This is an optimization exercise on Yosys and OpenROAD, whose aim is small area and a short achievable clock period, not a production implementation. RTL that was checked went through simulation tests only; none was proved equivalent to the original. Only the layout flow was run in run 1; the RTL was not checked for function there. No activity file was given, so power comes from the tool's default toggle rates.

**design.v**
```verilog
module PE(
    input wire CLK,
    input wire RESET,
    input wire EN,
    input wire SELECTOR,
    input wire W_EN,
    input wire signed [7:0] active_left,
    output reg signed [7:0] active_right,
    input wire signed [15:0] in_sum,
    output reg signed [15:0] out_sum,
    input wire signed [7:0] in_weight_above,
    output wire signed [7:0] out_weight_below
    );
    reg signed [7:0] weight_1;
    reg signed [7:0] weight_2;
    wire sel2 = EN & SELECTOR;
    wire sel1 = EN & ~SELECTOR;
    wire [7:0] w_use = ({8{sel2}} & weight_2) | ({8{sel1}} & weight_1);
    wire [15:0] s_in = EN ? in_sum : out_sum;
    wire pp_0_0 = w_use[0] & active_left[0];
    wire pp_0_1 = w_use[0] & active_left[1];
    wire pp_0_2 = w_use[0] & active_left[2];
    wire pp_0_3 = w_use[0] & active_left[3];
    wire pp_0_4 = w_use[0] & active_left[4];
    wire pp_0_5 = w_use[0] & active_left[5];
    wire pp_0_6 = w_use[0] & active_left[6];
    wire pp_0_7 = ~(w_use[0] & active_left[7]);
    wire pp_1_0 = w_use[1] & active_left[0];
    wire pp_1_1 = w_use[1] & active_left[1];
    wire pp_1_2 = w_use[1] & active_left[2];
    wire pp_1_3 = w_use[1] & active_left[3];
    wire pp_1_4 = w_use[1] & active_left[4];
    wire pp_1_5 = w_use[1] & active_left[5];
    wire pp_1_6 = w_use[1] & active_left[6];
    wire pp_1_7 = ~(w_use[1] & active_left[7]);
    wire pp_2_0 = w_use[2] & active_left[0];
    wire pp_2_1 = w_use[2] & active_left[1];
    wire pp_2_2 = w_use[2] & active_left[2];
    wire pp_2_3 = w_use[2] & active_left[3];
    wire pp_2_4 = w_use[2] & active_left[4];
    wire pp_2_5 = w_use[2] & active_left[5];
    wire pp_2_6 = w_use[2] & active_left[6];
    wire pp_2_7 = ~(w_use[2] & active_left[7]);
    wire pp_3_0 = w_use[3] & active_left[0];
    wire pp_3_1 = w_use[3] & active_left[1];
    wire pp_3_2 = w_use[3] & active_left[2];
    wire pp_3_3 = w_use[3] & active_left[3];
    wire pp_3_4 = w_use[3] & active_left[4];
    wire pp_3_5 = w_use[3] & active_left[5];
    wire pp_3_6 = w_use[3] & active_left[6];
    wire pp_3_7 = ~(w_use[3] & active_left[7]);
    wire pp_4_0 = w_use[4] & active_left[0];
    wire pp_4_1 = w_use[4] & active_left[1];
    wire pp_4_2 = w_use[4] & active_left[2];
    wire pp_4_3 = w_use[4] & active_left[3];
    wire pp_4_4 = w_use[4] & active_left[4];
    wire pp_4_5 = w_use[4] & active_left[5];
    wire pp_4_6 = w_use[4] & active_left[6];
    wire pp_4_7 = ~(w_use[4] & active_left[7]);
    wire pp_5_0 = w_use[5] & active_left[0];
    wire pp_5_1 = w_use[5] & active_left[1];
    wire pp_5_2 = w_use[5] & active_left[2];
    wire pp_5_3 = w_use[5] & active_left[3];
    wire pp_5_4 = w_use[5] & active_left[4];
    wire pp_5_5 = w_use[5] & active_left[5];
    wire pp_5_6 = w_use[5] & active_left[6];
    wire pp_5_7 = ~(w_use[5] & active_left[7]);
    wire pp_6_0 = w_use[6] & active_left[0];
    wire pp_6_1 = w_use[6] & active_left[1];
    wire pp_6_2 = w_use[6] & active_left[2];
    wire pp_6_3 = w_use[6] & active_left[3];
    wire pp_6_4 = w_use[6] & active_left[4];
    wire pp_6_5 = w_use[6] & active_left[5];
    wire pp_6_6 = w_use[6] & active_left[6];
    wire pp_6_7 = ~(w_use[6] & active_left[7]);
    wire pp_7_0 = ~(w_use[7] & active_left[0]);
    wire pp_7_1 = ~(w_use[7] & active_left[1]);
    wire pp_7_2 = ~(w_use[7] & active_left[2]);
    wire pp_7_3 = ~(w_use[7] & active_left[3]);
    wire pp_7_4 = ~(w_use[7] & active_left[4]);
    wire pp_7_5 = ~(w_use[7] & active_left[5]);
    wire pp_7_6 = ~(w_use[7] & active_left[6]);
    wire pp_7_7 = w_use[7] & active_left[7];
    wire s1, c2;
    assign {c2, s1} = pp_0_1 + pp_1_0 + s_in[1];
    wire s3, c4;
    assign {c4, s3} = pp_0_2 + pp_1_1 + pp_2_0;
    wire s5, c6;
    assign {c6, s5} = s_in[2] + c2 + s3;
    wire s7, c8;
    assign {c8, s7} = pp_0_3 + pp_1_2 + pp_2_1;
    wire s9, c10;
    assign {c10, s9} = pp_3_0 + s_in[3] + c4;
    wire s11, c12;
    assign {c12, s11} = s7 + c6 + s9;
    wire s13, c14;
    assign {c14, s13} = pp_0_4 + pp_1_3 + pp_2_2;
    wire s15, c16;
    assign {c16, s15} = pp_3_1 + pp_4_0 + s_in[4];
    wire s17, c18;
    assign {c18, s17} = c8 + s13 + s15;
    wire s19, c20;
    assign {c20, s19} = c10 + s17 + c12;
    wire s21, c22;
    assign {c22, s21} = pp_0_5 + pp_1_4 + pp_2_3;
    wire s23, c24;
    assign {c24, s23} = pp_3_2 + pp_4_1 + pp_5_0;
    wire s25, c26;
    assign {c26, s25} = s_in[5] + c14 + c16;
    wire s27, c28;
    assign {c28, s27} = s21 + s23 + c18;
    wire s29, c30;
    assign {c30, s29} = s25 + s27 + c20;
    wire s31, c32;
    assign {c32, s31} = pp_0_6 + pp_1_5 + pp_2_4;
    wire s33, c34;
    assign {c34, s33} = pp_3_3 + pp_4_2 + pp_5_1;
    wire s35, c36;
    assign {c36, s35} = pp_6_0 + s_in[6] + c22;
    wire s37, c38;
    assign {c38, s37} = c24 + s31 + s33;
    wire s39, c40;
    assign {c40, s39} = c26 + s35 + s37;
    wire s41, c42;
    assign {c42, s41} = c28 + s39 + c30;
    wire s43, c44;
    assign {c44, s43} = pp_0_7 + pp_1_6 + pp_2_5;
    wire s45, c46;
    assign {c46, s45} = pp_3_4 + pp_4_3 + pp_5_2;
    wire s47, c48;
    assign {c48, s47} = pp_6_1 + pp_7_0 + s_in[7];
    wire s49, c50;
    assign {c50, s49} = c32 + c34 + s43;
    wire s51, c52;
    assign {c52, s51} = s45 + s47 + c36;
    wire s53, c54;
    assign {c54, s53} = c38 + s49 + s51;
    wire s55, c56;
    assign {c56, s55} = c40 + s53 + c42;
    wire s57, c58;
    assign {c58, s57} = pp_1_7 + pp_2_6 + pp_3_5;
    wire s59, c60;
    assign {c60, s59} = pp_4_4 + pp_5_3 + pp_6_2;
    wire s61, c62;
    assign {c62, s61} = pp_7_1 + s_in[8] + 1'b1;
    wire s63, c64;
    assign {c64, s63} = c44 + c46 + c48;
    wire s65, c66;
    assign {c66, s65} = s57 + s59 + s61;
    wire s67, c68;
    assign {c68, s67} = c50 + s63 + s65;
    wire s69, c70;
    assign {c70, s69} = c52 + s67 + c54;
    wire s71, c72;
    assign {c72, s71} = pp_2_7 + pp_3_6 + pp_4_5;
    wire s73, c74;
    assign {c74, s73} = pp_5_4 + pp_6_3 + pp_7_2;
    wire s75, c76;
    assign {c76, s75} = s_in[9] + c58 + c60;
    wire s77, c78;
    assign {c78, s77} = c62 + s71 + s73;
    wire s79, c80;
    assign {c80, s79} = c64 + c66 + s75;
    wire s81, c82;
    assign {c82, s81} = s77 + c68 + s79;
    wire s83, c84;
    assign {c84, s83} = pp_3_7 + pp_4_6 + pp_5_5;
    wire s85, c86;
    assign {c86, s85} = pp_6_4 + pp_7_3 + s_in[10];
    wire s87, c88;
    assign {c88, s87} = c72 + c74 + s83;
    wire s89, c90;
    assign {c90, s89} = s85 + c76 + c78;
    wire s91, c92;
    assign {c92, s91} = s87 + c80 + s89;
    wire s93, c94;
    assign {c94, s93} = pp_4_7 + pp_5_6 + pp_6_5;
    wire s95, c96;
    assign {c96, s95} = pp_7_4 + s_in[11] + c84;
    wire s97, c98;
    assign {c98, s97} = c86 + s93 + c88;
    wire s99, c100;
    assign {c100, s99} = s95 + c90 + s97;
    wire s101, c102;
    assign {c102, s101} = pp_5_7 + pp_6_6 + pp_7_5;
    wire s103, c104;
    assign {c104, s103} = s_in[12] + c94 + s101;
    wire s105, c106;
    assign {c106, s105} = c96 + s103 + c98;
    wire s107, c108;
    assign {c108, s107} = pp_6_7 + pp_7_6 + s_in[13];
    wire s109, c110;
    assign {c110, s109} = c102 + s107 + c104;
    wire s111, c112;
    assign {c112, s111} = pp_7_7 + s_in[14] + c108;
    wire [15:0] rx = {s_in[15], c110, c106, c100, c92, c82, c70, c56, s55, s41, s29, s19, s11, s5, s1, pp_0_0};
    wire [15:0] ry = {c112, s111, s109, s105, s99, s91, s81, s69, 1'b0, 1'b0, 1'b0, 1'b0, 1'b0, 1'b0, 1'b0, s_in[0]};
    wire [16:0] rc;
    wire [15:0] rs;
    assign rc[0] = 1'b0;
    genvar g;
    generate for (g = 0; g < 16; g = g + 1) begin : rca
        assign {rc[g+1], rs[g]} = rx[g] + ry[g] + rc[g];
    end endgenerate
    wire [15:0] sum = rs ^ 16'h8000;
    always @(negedge RESET or posedge CLK) begin
        if (~RESET) begin
            out_sum <= 0;
            active_right <= 0;
            weight_1 <= 0;
            weight_2 <= 0;
        end else begin
            out_sum <= sum;
            if (EN) active_right <= active_left;
            if (EN & W_EN &  SELECTOR) weight_1 <= in_weight_above;
            if (EN & W_EN & ~SELECTOR) weight_2 <= in_weight_above;
        end
    end
    assign out_weight_below = SELECTOR ? weight_1 : weight_2;
endmodule
```
**run.sh**
```bash
#!/bin/bash
# synth_recipe.tcl (not shown) runs the flow's synth.tcl, then flattens the netlist and writes it again
# the make line also repeats each setting of config.mk as NAME=value (left out here)
make -C /OpenROAD-flow-scripts/flow DESIGN_CONFIG=/design/flow/config.mk WORK_HOME=/design/flow/orfs CLKGATE_MAP_FILE= SYNTH_SCRIPT=/design/flow/synth_recipe.tcl finish
```
**config.mk**
```make
export PLATFORM = sky130hd
export DESIGN_NAME = PE
export DESIGN_NICKNAME = PE
export VERILOG_FILES = /design/flow/design.v
export SDC_FILE = /design/flow/constraint.sdc
export NUM_CORES = 4
export LEC_CHECK = 0
export CAP_MARGIN = 20
export CORE_MARGIN = 2
export CORE_UTILIZATION = 40
export SETUP_SLACK_MARGIN = 0.5
export SLEW_MARGIN = 20
```
**constraint.sdc**
```tcl
create_clock -name core_clock -period 5.5 [get_ports {CLK}]
set_input_delay 1.1000 -clock core_clock [delete_from_list [all_inputs] [get_ports {CLK}]]
set_output_delay 1.1000 -clock core_clock [all_outputs]
set_load 0.01 [all_outputs]
```
==> notes.md, run 1 <==
Slowest-stage cell, CP -> fa_2
Worst Max-Slew Pin Slew -> 0.921 ns
Total power -> 2.07 mW
Largest cells by area after synthesis -> fa_1, dfrtp_1, mux2_2, inv_1, nor2_1
Syn Std Cell Area -> 3610 µm²
Placed cell area -> 4820 µm²
Net count, final -> 538
Mean routed wirelength per cell -> 15.1 µm
Via count -> 2523
Fmax achieved -> 143 MHz
Initial antenna violation count -> 0
Die footprint -> 9800 µm²
Post-route minimum period -> 6.97 ns
I/O Buffers -> 68
Vias per std cell -> 4.68
Pin count of the biggest net entering global routing -> 41
Congestion Overflow GR -> 0
Pwr dens -> 411 nW/µm²
Synth warnings -> 1
CTS Sinks -> 40
Max Cap Viol -> 0
Area delta synth->final -> 39.1%
Die height -> 99.0 µm
Dpl cells -> 529
Final setup viols -> 6
Share of layout cells above drive strength 1 -> 31.8%
Sequential-to-total area share from yosys stat -> 27.7%
Clk pin slew, worst setup/hold paths -> 0.09 ns
Crit start category -> input pin
Root Driver -> clkbuf_8
Setup_tns -> -5.33 ns
Crit-path max FO -> 5
GPL Wtd Cong -> 0.878
Fill cells -> 768
Crit path arrival time -> 7.23 ns
Most frequent cells in the layout -> clkdlybuf4s50_1, buf_4, inv_1
Hold_ws -> 0.528 ns
Leading area contributor after synthesis -> fa_1
Final HPWL DP -> 6720 µm
Routed wire length -> 8150 µm
Vias in the first global route -> 2928
Yosys reg bits -> 40
Total GRT Usage -> 18.6%
Worst vdd ir -> 325 µV
Post-route insts no fill -> 539
RSZ-0062 raised after global routing -> yes
Post-route ant nets -> 0
Slew Limit Fails -> 0
Cell Chain, Critical Path -> buf_6 > buf_12 > buf_12 > mux2i_4 > nor2_2 > fa_2 > inv_2 > fa_1 > fa_2 > fa_2 > fa_2 > fa_2 > inv_2 > fa_1 > ha_2 > fa_2 > fa_2 > fa_2 > fa_2 > fa_2 > fa_2 > inv_2 > fa_2 > inv_1
Synth Area per Inst -> 11.8 µm²
Max_slew headroom -> 38.6%
Total iterations of the first detailed-routing run -> 4
Count of unique library cells instantiated by Yosys -> 22
Yosys top cell area share -> 34.4%
Mapped Nets -> 415
Starting Density -> 41.4%
Final Cycle Share -> 127%
Final hold vios -> 0
Fail Reasons -> negative setup slack
CTS tree -> yes
Status -> finished with violations
Antenna Cells -> 0
Min-delay worst type -> reg2reg
Clock Path Buffers -> 2
Row cnt -> 34
H-tree depth -> 2
CTS Buf Count -> 5
First-pass GRT wire length -> 14200 µm
Final Cell Area -> 5020 µm²
CORE AREA -> 8720 µm²
Hold buffer count at cts -> 0
Leakage -> 2.23 nW
DRT iter0 DRCs -> 105
Commonest non-fill, non-tap cell in the layout -> clkdlybuf4s50_1
Worst-Skew Late Latency -> 0.31 ns
Worst path required time -> 5.75 ns
Post-Syn Instances -> 307
Die width -> 99.0 µm
Final worst slack -> -1.47 ns
Critical path's largest stage delay -> 0.42 ns
Worst Skew -> 0.00823 ns
CP most frequent cell -> fa_2
Type of the worst setup path -> in2reg
DRC Markers -> 0
Crit end category -> flop
Io pins -> 69
## routing by layer
metal  track usage, %  wire length (µm)
met5                0                 0
met4             2.85                51
met3             3.97               377
met2             31.8              4050
met1             25.0              3680
## per-stage QoR
step / worst slack (ns) / util [%]
2_1_floorplan: -1.48 / -
3_3_place_gp: -2.14 / 55.3
4_1_cts: -1.49 / 57.5
5_1_grt: -1.64 / 57.6
6_report: -1.47 / 57.6
3_5_place_dp: -2.24 / 55.3
## timing repair
item | in CTS | in global routing
gates resized for setup | 18 | 2
buffers inserted | 2 | 0
pin swaps | 2 | 0
endpoints found under the setup margin | 8 | 8
## cell usage after synthesis
library cell  count
nand3_1           8
nor2_1           44
buf_8             1
nand2b_1          3
mux2_2           31
buf_4             2
buf_2             2
dfrtp_1          40
nand3_4           1
mux2i_4           4
or2_2             2
and2_1            1
nand2_1          11
xnor2_1           2
mux2i_1          16
fa_1             62
inv_1            53
nand3b_2          1
or2_1             4
ha_1              9
buf_6             2
o21ai_0           8
## where the power goes
group | switching, mW | internal [mW] | leakage (nW)
clock | 0.125 | 0.137 | 0.0548
sequential | 0.0566 | 0.408 | 0.473
combinational | 0.645 | 0.693 | 1.70
total | 0.827 | 1.24 | 2.23
## final timing paths
path,start,end,depth (start not counted),slack [ns]
hold / removal,active_right[0],active_right[0],2,0.53
min in group asynchronous,RESET,out_sum[2],1,0.91
setup reg to reg,weight_1[0],out_sum[14],21,-0.79
setup / recovery,SELECTOR,out_sum[14],24,-1.47
hold reg to reg,active_right[0],active_right[0],2,0.53
max in group asynchronous,RESET,weight_2[7],1,4.00
## cells by family (layout without fill, tap and decap cells)
| family | Yosys count | in the layout | synth area share (%) |
|---|---|---|---|
| buffers and inverters | 60 | 184 | 7.24 |
| xor gates and xnor gates | 2 | 2 | 0.485 |
| DFF | 40 | 40 | 27.7 |
| AOI/OAI and AO/OA | 8 | 8 | 1.11 |
| and+or+nand+nor | 75 | 75 | 9.36 |
| muxes | 51 | 51 | 16.6 |
| adders and majority gates | 71 | 71 | 37.5 |
## area by class of cell
type                            instances  area [µm²]  area share (%)
Timing Repair Buffer                  123        1120            22.3
Inverter                               53         199            3.96
Clock buffer                            5        68.8            1.37
Multi-Input combinational cell        207        2450            48.8
Sequential cell                        40        1000            19.9
Tap cell                              108         135            2.69
Clock inverter                          3        46.3           0.922
## worst max-delay path, delay by kind of cell
kind	cells	cell delay, ns
AND/OR/NAND/NOR	1	0.07
multiplexers	1	0.27
adder cells (fa/ha/maj)	15	5.23
buffers and inverters	7	0.54
## registers in the layout, indices dropped and copies added (netlist names)
name / flops
weight_2: 8
out_sum: 16
active_right: 8
weight_1: 8
==> run 2: changes to the inputs <==
--- a/design.v
+++ b/design.v
@@ -195,13 +195,7 @@
     assign {c112, s111} = pp_7_7 + s_in[14] + c108;
     wire [15:0] rx = {s_in[15], c110, c106, c100, c92, c82, c70, c56, s55, s41, s29, s19, s11, s5, s1, pp_0_0};
     wire [15:0] ry = {c112, s111, s109, s105, s99, s91, s81, s69, 1'b0, 1'b0, 1'b0, 1'b0, 1'b0, 1'b0, 1'b0, s_in[0]};
-    wire [16:0] rc;
-    wire [15:0] rs;
-    assign rc[0] = 1'b0;
-    genvar g;
-    generate for (g = 0; g < 16; g = g + 1) begin : rca
-        assign {rc[g+1], rs[g]} = rx[g] + ry[g] + rc[g];
-    end endgenerate
+    wire [15:0] rs = rx + ry;
     wire [15:0] sum = rs ^ 16'h8000;
     always @(negedge RESET or posedge CLK) begin
         if (~RESET) begin
--- a/config.mk
+++ b/config.mk
@@ -8,5 +8,6 @@
 export CAP_MARGIN = 20
 export CORE_MARGIN = 2
 export CORE_UTILIZATION = 40
-export SETUP_SLACK_MARGIN = 0.5
+export GPL_TIMING_DRIVEN = 0
+export SETUP_SLACK_MARGIN = 0
 export SLEW_MARGIN = 20
==> notes.md, run 2 <==
First-pass GRT wire length -> 14200 µm
Layout Utilization -> 52.7%
Largest register by flop count -> out_sum
Post-route minimum period -> 5.42 ns
Starting Density -> 41.5%
GPL Wtd Cong -> 0.815
Worst-Skew Late Latency -> 0.30 ns
Pwr dens -> 557 nW/µm²
Clk pin slew, worst setup/hold paths -> 0.08 ns
Most frequent cells in the layout -> clkdlybuf4s50_1, fa_1, inv_1, and2_1, dfrtp_1
H-tree depth -> 2
Post-route ant nets -> 0
Routed wire length -> 8650 µm
Worst Skew -> 0.0149 ns
Worst Max-Slew Pin Slew -> 0.604 ns
Final Cycle Share -> 98.6%
CTS Sinks -> 40
Yosys reg bits -> 40
Max Cap Viol -> 0
Commonest non-fill, non-tap cell in the layout -> clkdlybuf4s50_1
Pint -> 1.51 mW
Switching part of the total -> 44.7%
Fmax achieved -> 184 MHz
Area delta synth->final -> 27.0%
Total GRT Usage -> 18.0%
Status -> finished clean
Die height -> 102 µm
Slew Limit Fails -> 0
Fill cells -> 856
Min-Delay Endpoint -> active_right[7]
RSZ-0062 raised after global routing -> yes
Vias in the first global route -> 2869
Yosys top cell area share -> 28.4%
Count of unique library cells instantiated by Yosys -> 41
Post-Syn Instances -> 343
DRT iter0 DRCs -> 67
Final hold vios -> 0
R2r startpoint -> weight_1[3]
Final HPWL DP -> 6880 µm
Clock Path Buffers -> 2
CTS Buf Count -> 5
Die footprint -> 10500 µm²
P_sw -> 1.22 mW
Met3 wire len -> 382 µm
Synth warnings -> 1
Asr flop ratio synth -> 100%
Leakage -> 2.07 nW
Commonest cells in the netlist -> fa_1, inv_1, and2_1
Hold Path Origin -> active_right[7]
Initial antenna violation count -> 0
Vias per std cell -> 4.92
Mean routed wirelength per cell -> 15.8 µm
Max_slew headroom -> 59.7%
Pin count of the biggest net entering global routing -> 28
Combinational share of power -> 75.9%
Max reg flops -> 16
Via count -> 2695
Worst R2R Path Depth -> 17
Total iterations of the first detailed-routing run -> 4
Top FF cell, synth -> dfrtp_1
Crit end category -> flop
Syn Std Cell Area -> 3870 µm²
Final worst slack -> 0.0784 ns
Highest routed layer -> met4
Type of the worst setup path -> in2reg
Crit path arrival time -> 5.65 ns
Crit-path max FO -> 9
Worst slack, placed -> -0.428 ns
Synth Area per Inst -> 11.3 µm²
WL met2 -> 4520 µm
CORE AREA -> 9330 µm²
FF-to-FF setup slack -> 0.71 ns
Min-delay worst type -> reg2reg
Worst vdd ir -> 370 µV
Clock share of power -> 7.3%
CTS tree -> yes
DRC Markers -> 0
Io pins -> 69
Post-synth EDFFs -> 0
R2r endpoint -> out_sum[13]
Share of layout cells above drive strength 1 -> 19.8%
Sequential-to-total area share from yosys stat -> 25.8%
Mapped Nets -> 445
Root Driver -> clkbuf_8
Largest cells by area after synthesis -> fa_1, dfrtp_1, mux2_2, and2_1, mux2i_1
Min-Delay Path Depth -> 1
Crit start category -> input pin
Antenna Cells -> 0
Worst path required time -> 5.73 ns
Congestion Overflow GR -> 0
Leading area contributor after synthesis -> fa_1
Final setup viols -> 0
Die width -> 102 µm
I/O Buffers -> 64
Met1 wire length -> 3640 µm
Row cnt -> 35
Net count, final -> 521
Cell with the most instances after synthesis -> fa_1
Hold buffer count at cts -> 0
Sequential power share -> 16.8%
==> run 2: worst max-delay path by stage <==
| stage | startpoint | to | cells after the start |
|---|---|---|---|
| 2_1_floorplan | SELECTOR | out_sum[13] | 18 |
| 3_3_place_gp | active_left[1] | out_sum[13] | 16 |
| 3_5_place_dp | active_left[1] | out_sum[13] | 16 |
| 4_1_cts | EN | out_sum[13] | 18 |
| 5_1_grt | SELECTOR | out_sum[13] | 18 |
| 6_report | SELECTOR | out_sum[13] | 18 |
==> run 2: timing repair <==
action | 4_1_cts | 5_1_grt
endpoints found under the hold margin | 0 | 0
gates resized for setup | 8 | 2
endpoints found under the setup margin | 3 | 3
buffers inserted | 0 | 4
cloned | 0 | 0
==> run 2: through the flow <==
stage / total power [mW] / std cells / instance area, µm² / TNS [ns] / hold WS (ns)
finish: 2.74 / 548 / 4920 / 0 / 0.514
global route: 3.01 / 548 / 4920 / -0.0633 / 0.550
detailed placement: 2.54 / 537 / 4800 / -1.64 / 0.499
floorplan: 2.05 / 343 / 3980 / 0 / 0.496
global placement: 2.50 / 536 / 4780 / -1.35 / 0.491
CTS: 2.77 / 544 / 4880 / 0 / 0.521
==> run 2: kinds of logic after synthesis <==
group	share of synthesized area, %
and+or+nand+nor	15.7
adders and majority gates	31.7
muxes	15.6
buffers and inverters	5.30
DFF	25.8
AOI/OAI and AO/OA	2.97
xor gates and xnor gates	2.94
==> run 2: critical path: stages <==
cell and delay (ns):
buf_6 0.14, mux2i_4 0.19, nor2b_4 0.22, nand2_2 0.08, fa_2 0.36, fa_1 0.50, fa_2 0.37, fa_2 0.35
fa_2 0.34, fa_2 0.35, fa_2 0.36, inv_2 0.07, ha_4 0.19, nor3b_4 0.16, nand3_2 0.08, o221ai_4 0.14
or4b_1 0.51, nand3_1 0.10
==> run 2: power groups by stage <==
stage	clock (mW)	sequential [mW]	combinational (mW)
CTS	0.216	0.460	2.10
detailed placement	0	0.465	2.07
global placement	0	0.463	2.04
global route	0.219	0.472	2.32
finish	0.201	0.459	2.08
floorplan	0	0.491	1.56
==> run 2: metal layers <==
metal / vias to the layer above / global-route usage (%)
met5: - / 0
met4: 0 / 4.10
met3: 12 / 2.46
met2: 66 / 31.1
met1: 1360 / 24.1
li1: 1257 / -
==> run 2: layout make-up <==
cell class / instances / area, µm² / share of cell area, %
inverters: 42 / 158 / 3.21
repair buffers: 69 / 679 / 13.8
plain buffers: 8 / 70.1 / 1.42
clock buffers: 5 / 68.8 / 1.40
clock inverters: 2 / 12.5 / 0.254
multi-input cells: 253 / 2770 / 56.3
well taps: 129 / 161 / 3.28
flip-flops and latches: 40 / 1000 / 20.4
==> run 3: changes to the inputs <==
--- a/config.mk
+++ b/config.mk
@@ -8,6 +8,5 @@
 export CAP_MARGIN = 20
 export CORE_MARGIN = 2
 export CORE_UTILIZATION = 40
-export GPL_TIMING_DRIVEN = 0
-export SETUP_SLACK_MARGIN = 0
+export SETUP_SLACK_MARGIN = 0.5
 export SLEW_MARGIN = 20
==> notes.md, run 3 <==
I/O Buffers -> 68
P_sw -> 1.36 mW
Routed wire length -> 8960 µm
Area delta synth->final -> 37.2%
Sequential power share -> 14.0%
Clock share of power -> 8.1%
Worst-Skew Late Latency -> 0.31 ns
R2r endpoint -> out_sum[13]
Switching part of the total -> 41.1%
Row cnt -> 35
Max_slew headroom -> 63.0%
Slew Limit Fails -> 0
Hold Path Origin -> active_right[3]
Vias per std cell -> 4.81
Via count -> 2845
Largest cells by area after synthesis -> fa_1, dfrtp_1, mux2_2, and2_1, mux2i_1
Slowest-stage cell, CP -> fa_1
Pint -> 1.95 mW
Largest register by flop count -> out_sum
Post-route ant nets -> 0
Leakage -> 2.30 nW
Top FF cell, synth -> dfrtp_1
CORE AREA -> 9330 µm²
Worst Max-Slew Pin Slew -> 0.555 ns
FF+latch area -> 1000 µm²
Type of the worst setup path -> in2reg
R2r startpoint -> weight_2[2]
Die width -> 102 µm
Crit path arrival time -> 5.57 ns
Io pins -> 69
Worst Skew -> 0.00994 ns
FF-to-FF setup slack -> 0.81 ns
Net count, final -> 563
Synth Area per Inst -> 11.3 µm²
Post-synth EDFFs -> 0
Crit-path max FO -> 5
H-tree depth -> 2
Mean routed wirelength per cell -> 15.2 µm
Yosys top cell area share -> 28.4%
Max Cap Viol -> 0
Congestion Overflow GR -> 0
Crit start category -> input pin
Worst vdd ir -> 524 µV
Commonest non-fill, non-tap cell in the layout -> clkdlybuf4s50_1
Initial antenna violation count -> 0
CP most frequent cell -> fa_2
Max reg flops -> 16
Pin count of the biggest net entering global routing -> 41
DRT iter0 DRCs -> 73
Commonest cells in the netlist -> fa_1, inv_1, and2_1
Fmax achieved -> 188 MHz
Die footprint -> 10500 µm²
Leading area contributor after synthesis -> fa_1
Synth warnings -> 1
Multi-input gate area -> 2800 µm²
RSZ-0062 raised after global routing -> yes
Final hold vios -> 0
Total GRT Usage -> 18.7%
Mapped Nets -> 445
CTS Buf Count -> 5
Min-Delay Endpoint -> active_right[3]
Combinational share of power -> 77.9%
Final HPWL DP -> 7290 µm
Worst R2R Path Depth -> 18
Fill cells -> 828
Family with the most delay on the worst path -> adder cells
Post-route minimum period -> 5.32 ns
Final setup viols -> 0
Clock Path Buffers -> 2
Starting Density -> 41.5%
Clk pin slew, worst setup/hold paths -> 0.10 ns
Sequential-to-total area share from yosys stat -> 25.8%
First-pass GRT wire length -> 15100 µm
Total iterations of the first detailed-routing run -> 4
Most frequent cells in the layout -> clkdlybuf4s50_1, fa_1, buf_4
Pwr dens -> 622 nW/µm²
Die height -> 102 µm
Post-Syn Instances -> 343
Min-Delay Path Depth -> 1
DRC Markers -> 0
Cell with the most instances after synthesis -> fa_1
Critical path's largest stage delay -> 0.50 ns
Count of unique library cells instantiated by Yosys -> 41
Worst path required time -> 5.75 ns
CTS Sinks -> 40
CTS tree -> yes
GPL Wtd Cong -> 0.875
Asr flop ratio synth -> 100%
CP bufs+invs -> 3
Syn Std Cell Area -> 3870 µm²
Crit end category -> flop
Cell Chain, Critical Path -> buf_6 > buf_8 > mux2i_2 > nor2b_4 > nand2_1 > fa_2 > fa_1 > fa_2 > fa_2 > fa_2 > fa_2 > fa_2 > inv_2 > ha_4 > nor3b_4 > nand3_2 > o221ai_4 > or4b_1 > nand3_1
Min-delay worst type -> reg2reg
Root Driver -> clkbuf_8
Vias in the first global route -> 3128
Yosys reg bits -> 40
Share of layout cells above drive strength 1 -> 29.0%
Antenna Cells -> 0
Hold_ws -> 0.513 ns
Final Cycle Share -> 96.7%
Status -> finished clean
Setup_tns -> 0 ns
Hold buffer count at cts -> 0
run 3: cell counts after synthesis:
No cell type changed its count.
run 3: worst reg2reg max path, delay by kind of cell (launching register included):
family,cells,cell delay [ns]
buffers and inverters,3,0.27
flip-flops,1,0.42
multiplexers,1,0.21
AO/OA/AOI/OAI,1,0.10
adder cells (fa/ha/maj),7,2.61
AND/OR/NAND/NOR,6,1.02
run 3: timing repair:
item,in CTS,in global routing
setup buffers,7,1
cloned,0,0
resized for setup,16,11
pin swaps,17,9
setup endpoints to repair,9,8
run 3: how the worst max path moves through the flow:
stage | slack [ns] | cells past startpoint | end | startpoint
finish | 0.18 | 19 | out_sum[13] | SELECTOR
global route | 0.04 | 19 | out_sum[13] | SELECTOR
CTS | 0.10 | 19 | out_sum[13] | SELECTOR
detailed placement | -0.58 | 19 | out_sum[13] | SELECTOR
global placement | -0.53 | 19 | out_sum[13] | SELECTOR
floorplan | 0.04 | 18 | out_sum[13] | SELECTOR
run 3: layout make-up:
type | instances | area share (%)
clock buffers | 5 | 1.29
flip-flops and latches | 40 | 18.8
well taps | 129 | 3.04
clock inverters | 3 | 0.871
inverters | 42 | 2.97
multi-input cells | 253 | 52.7
repair buffers | 119 | 20.3
run 3: per-stage QoR:
step	utilization, %	worst slack (ns)	instances	power, mW	cell area (µm²)
4_1_cts	56.5	0.104	590	3.33	5270
5_1_grt	57.0	0.0398	591	3.63	5320
3_5_place_dp	54.3	-0.578	575	2.89	5070
3_3_place_gp	54.3	-0.526	575	2.83	5070
2_1_floorplan	-	0.0368	343	2.05	3980
6_report	57.0	0.179	591	3.31	5320
run 3: layer usage:
metal  vias up  GRT usage (%)  share of wire (%)
li1       1333              -                  -
met1      1457           25.0                 44
met2        50           33.1                 52
met3         5           2.60                3.1
met4         0           3.08               0.69
met5         -              0                  0
run 3: logic make-up (layout without fill, tap and decap cells):
logic type      Yosys count  after routing  synth area share (%)
xor+xnor                 13             13                  2.94
fa+ha+maj                65             65                  31.7
mux                      56             56                  15.6
flops                    40             40                  25.8
simple gates            106            106                  15.7
buf+inv                  50            169                  5.30
compound gates           13             13                  2.97
run 3: power by group through the flow:
| stage | Combinational, mW | Sequential (mW) | Clock [mW] |
|---|---|---|---|
| finish | 2.57 | 0.464 | 0.266 |
| global route | 2.87 | 0.476 | 0.286 |
| CTS | 2.59 | 0.465 | 0.279 |
| detailed placement | 2.42 | 0.469 | 0 |
| global placement | 2.36 | 0.469 | 0 |
| floorplan | 1.56 | 0.491 | 0 |
==> run 4: changes to the inputs <==
==> flow/run.sh (new file) <==
#!/bin/bash
# Standard layout, but the port buffers are the smallest buffer cell.
set -euo pipefail
export BUFFER_PORTS_ARGS="-buffer_cell sky130_fd_sc_hd__buf_1"
bash standard.sh finish > flow_standard.log 2>&1
==> standard.sh (new file) <==
#!/bin/bash
# synth_recipe.tcl (not shown) runs the flow's synth.tcl, then flattens the netlist and writes it again
# the make line also repeats each setting of config.mk as NAME=value (left out here)
make -C /OpenROAD-flow-scripts/flow DESIGN_CONFIG=/design/flow/config.mk WORK_HOME=/design/flow/orfs CLKGATE_MAP_FILE= SYNTH_SCRIPT=/design/flow/synth_recipe.tcl "${@:-finish}"
--- a/config.mk
+++ b/config.mk
@@ -8,5 +8,6 @@
 export CAP_MARGIN = 20
 export CORE_MARGIN = 2
 export CORE_UTILIZATION = 40
-export SETUP_SLACK_MARGIN = 0.5
+export GPL_TIMING_DRIVEN = 0
+export SETUP_SLACK_MARGIN = 0
 export SLEW_MARGIN = 20
removed: run.sh
==> notes.md, run 4 <==
Clock Path Buffers -> 2
Top FF cell, synth -> dfrtp_1
Worst R2R Path Depth -> 18
Die width -> 102 µm
Hold buffer count at cts -> 0
Stages on worst setup path -> 18
Starting Density -> 41.5%
Multi-input gate area -> 2790 µm²
Setup_tns -> 0 ns
Pin count of the biggest net entering global routing -> 26
Max reg flops -> 16
CTS Buf Count -> 5
Final hold vios -> 0
Final Cycle Share -> 98.6%
FF-to-FF setup slack -> 0.68 ns
Syn Std Cell Area -> 3870 µm²
FF+latch area -> 1000 µm²
Fmax achieved -> 184 MHz
Share of layout cells above drive strength 1 -> 20.9%
CORE AREA -> 9330 µm²
Slew Limit Fails -> 0
Status -> finished clean
Crit start category -> input pin
CP most frequent cell -> fa_2
Total GRT Usage -> 17.1%
Worst slack, placed -> -0.389 ns
Count of unique library cells instantiated by Yosys -> 41
Worst Max-Slew Pin Slew -> 0.589 ns
Max Cap Viol -> 0
Slowest-stage cell, CP -> or4b_4
CTS Sinks -> 40
Crit end category -> flop
Leading area contributor after synthesis -> fa_1
Root Driver -> clkbuf_8
Io pins -> 69
Largest cells by area after synthesis -> fa_1, dfrtp_1, mux2_2, and2_1, mux2i_1
Via count -> 2698
Final HPWL DP -> 6590 µm
Layout Utilization -> 49.5%
First-pass GRT wire length -> 13600 µm
Leakage -> 1.92 nW
Commonest non-fill, non-tap cell in the layout -> buf_1
Family with the most delay on the worst path -> adder cells
Worst path required time -> 5.74 ns
Final worst slack -> 0.0759 ns
RSZ-0062 raised after global routing -> yes
Mapped Nets -> 445
Post-route insts no fill -> 550
Total iterations of the first detailed-routing run -> 4
Crit-path max FO -> 9
CP bufs+invs -> 2
Total power -> 2.72 mW
Dpl cells -> 537
Asr flop ratio synth -> 100%
Initial antenna violation count -> 0
Critical path's largest stage delay -> 0.54 ns
Max_slew headroom -> 60.6%
Die footprint -> 10500 µm²
Yosys reg bits -> 40
Vias in the first global route -> 2765
Synth warnings -> 1
DRT iter0 DRCs -> 86
Worst Setup EP -> out_sum[13]
CTS tree -> yes
Worst Skew -> 0.00713 ns
Placed cell area -> 4400 µm²
Fill cells -> 875
Largest register by flop count -> out_sum
Pwr dens -> 589 nW/µm²
Type of the worst setup path -> in2reg
Final Cell Area -> 4610 µm²
R2r startpoint -> weight_1[0]
DRC Markers -> 0
Worst-Skew Late Latency -> 0.30 ns
Congestion Overflow GR -> 0
Crit path arrival time -> 5.67 ns
Net count, final -> 522
Die height -> 102 µm
Vias per std cell -> 4.91
Hold_ws -> 0.508 ns
Mean routed wirelength per cell -> 15.0 µm
Final setup viols -> 0
Post-synth EDFFs -> 0
Cell Chain, Critical Path -> buf_12 > mux2i_4 > nor2b_4 > nand2_2 > fa_2 > fa_1 > fa_2 > fa_2 > fa_2 > fa_2 > fa_2 > inv_2 > ha_4 > nor3b_4 > nand3_2 > o221ai_4 > or4b_4 > nand3_2
Synth Area per Inst -> 11.3 µm²
Crit path launch -> SELECTOR
Worst vdd ir -> 431 µV
Cell with the most instances after synthesis -> fa_1
H-tree depth -> 2
GPL Wtd Cong -> 0.819
R2r endpoint -> out_sum[13]
Antenna Cells -> 0
Clk pin slew, worst setup/hold paths -> 0.09 ns
Post-route ant nets -> 0
Post-Syn Instances -> 343
Min-delay worst type -> reg2reg
Sequential-to-total area share from yosys stat -> 25.8%
Commonest cells in the netlist -> fa_1, inv_1, and2_1
Area delta synth->final -> 19.1%
I/O Buffers -> 64
Post-route minimum period -> 5.42 ns
Routed wire length -> 8270 µm
Row cnt -> 35
Most frequent cells in the layout -> buf_1, fa_1, inv_1, and2_1, dfrtp_1
Yosys top cell area share -> 28.4%
[run 4: cell count changes in the layout (fill, tap and decap cells not counted), sizes merged]
| cell | delta |
|---|---|
| buf | +24 |
| clkdlybuf4s50 | -62 |
| dlygate4sd2 | -3 |
[run 4: report_power, final]
group          internal (mW)  total, mW  switching (mW)
Clock                  0.137      0.258           0.121
Sequential             0.409      0.460          0.0507
Combinational          0.943       2.00            1.06
Total                   1.49       2.72            1.23
[run 4: cells by family (layout without fill, tap and decap cells)]
group | Yosys count | after routing | share of synthesized area, %
xor gates and xnor gates | 13 | 13 | 2.94
DFF | 40 | 40 | 25.8
AOI/OAI and AO/OA | 13 | 13 | 2.97
buffers and inverters | 50 | 128 | 5.30
muxes | 56 | 56 | 15.6
and+or+nand+nor | 106 | 106 | 15.7
adders and majority gates | 65 | 65 | 31.7
[run 4: worst min-delay path by stage]
| stage | slack, ns | startpoint | endpoint | depth (start not counted) |
|---|---|---|---|---|
| global placement | 0.49 | active_right[7] | active_right[7] | 1 |
| finish | 0.51 | active_right[3] | active_right[3] | 1 |
| detailed placement | 0.50 | active_right[4] | active_right[4] | 1 |
| floorplan | 0.50 | weight_1[3] | weight_1[3] | 1 |
| CTS | 0.52 | active_right[3] | active_right[3] | 1 |
| global route | 0.53 | active_right[6] | active_right[6] | 1 |
[run 4: cell type report]
class	instances	share of cell area [%]
multi-input cells	253	60.4
flip-flops and latches	40	21.7
repair buffers	70	6.75
well taps	129	3.50
inverters	42	3.42
plain buffers	8	1.74
clock buffers	5	1.49
clock inverters	3	1.00
[run 4: repair_timing]
item | in CTS | in global routing
gates resized for setup | 3 | 9
setup endpoints to repair | 1 | 2
setup buffers | 0 | 5
pin swaps | 0 | 4
[run 4: routing by layer]
layer / wire, µm / track usage [%]
met1: 3630 / 23.5
met2: 4300 / 29.2
met5: 0 / 0
met4: 59 / 3.08
met3: 277 / 2.39

==> re-timing with driven ports <==
In the flow no input, the clock included, has a driving cell. The finished layouts below were timed again as built, in two steps.
Step 1: set_driving_cell puts a clkbuf_16 on CLK and a buf_2 on each other input, an assumption about the parent block.
Step 2 moves the port delays by t, midway between the first and last clock arrival at a register: inputs arrive t later, outputs are due t later. That takes back most of the time a late clock gives input paths.
Three values: no drivers, after step 1, after step 2; two values: the first two.
| run | shift t [ns] | setup slack, ns | clock arrival spread, ns | worst slew at a driven data input, ns | pins driven straight from the clock port |
|---|---|---|---|---|---|
| run 1 | 0.342 | -1.473 / -1.481 / -1.823 | 0.009 / 0.009 | 0.04 | 1 |
| run 2 | 0.329 | 0.078 / 0.070 / -0.258 | 0.015 / 0.015 | 0.05 | 1 |
| run 3 | 0.334 | 0.179 / 0.179 / -0.155 | 0.010 / 0.010 | 0.04 | 1 |
| run 4 | 0.328 | 0.076 / 0.056 / -0.271 | 0.007 / 0.007 | 0.06 | 1 |
With both steps, setup timing fails in run 2, run 3 and run 4, where it was met with ideal ports. The setup slack of run 1, which loses most, moves by -0.008 ns with the drivers and by -0.350 ns with both steps.
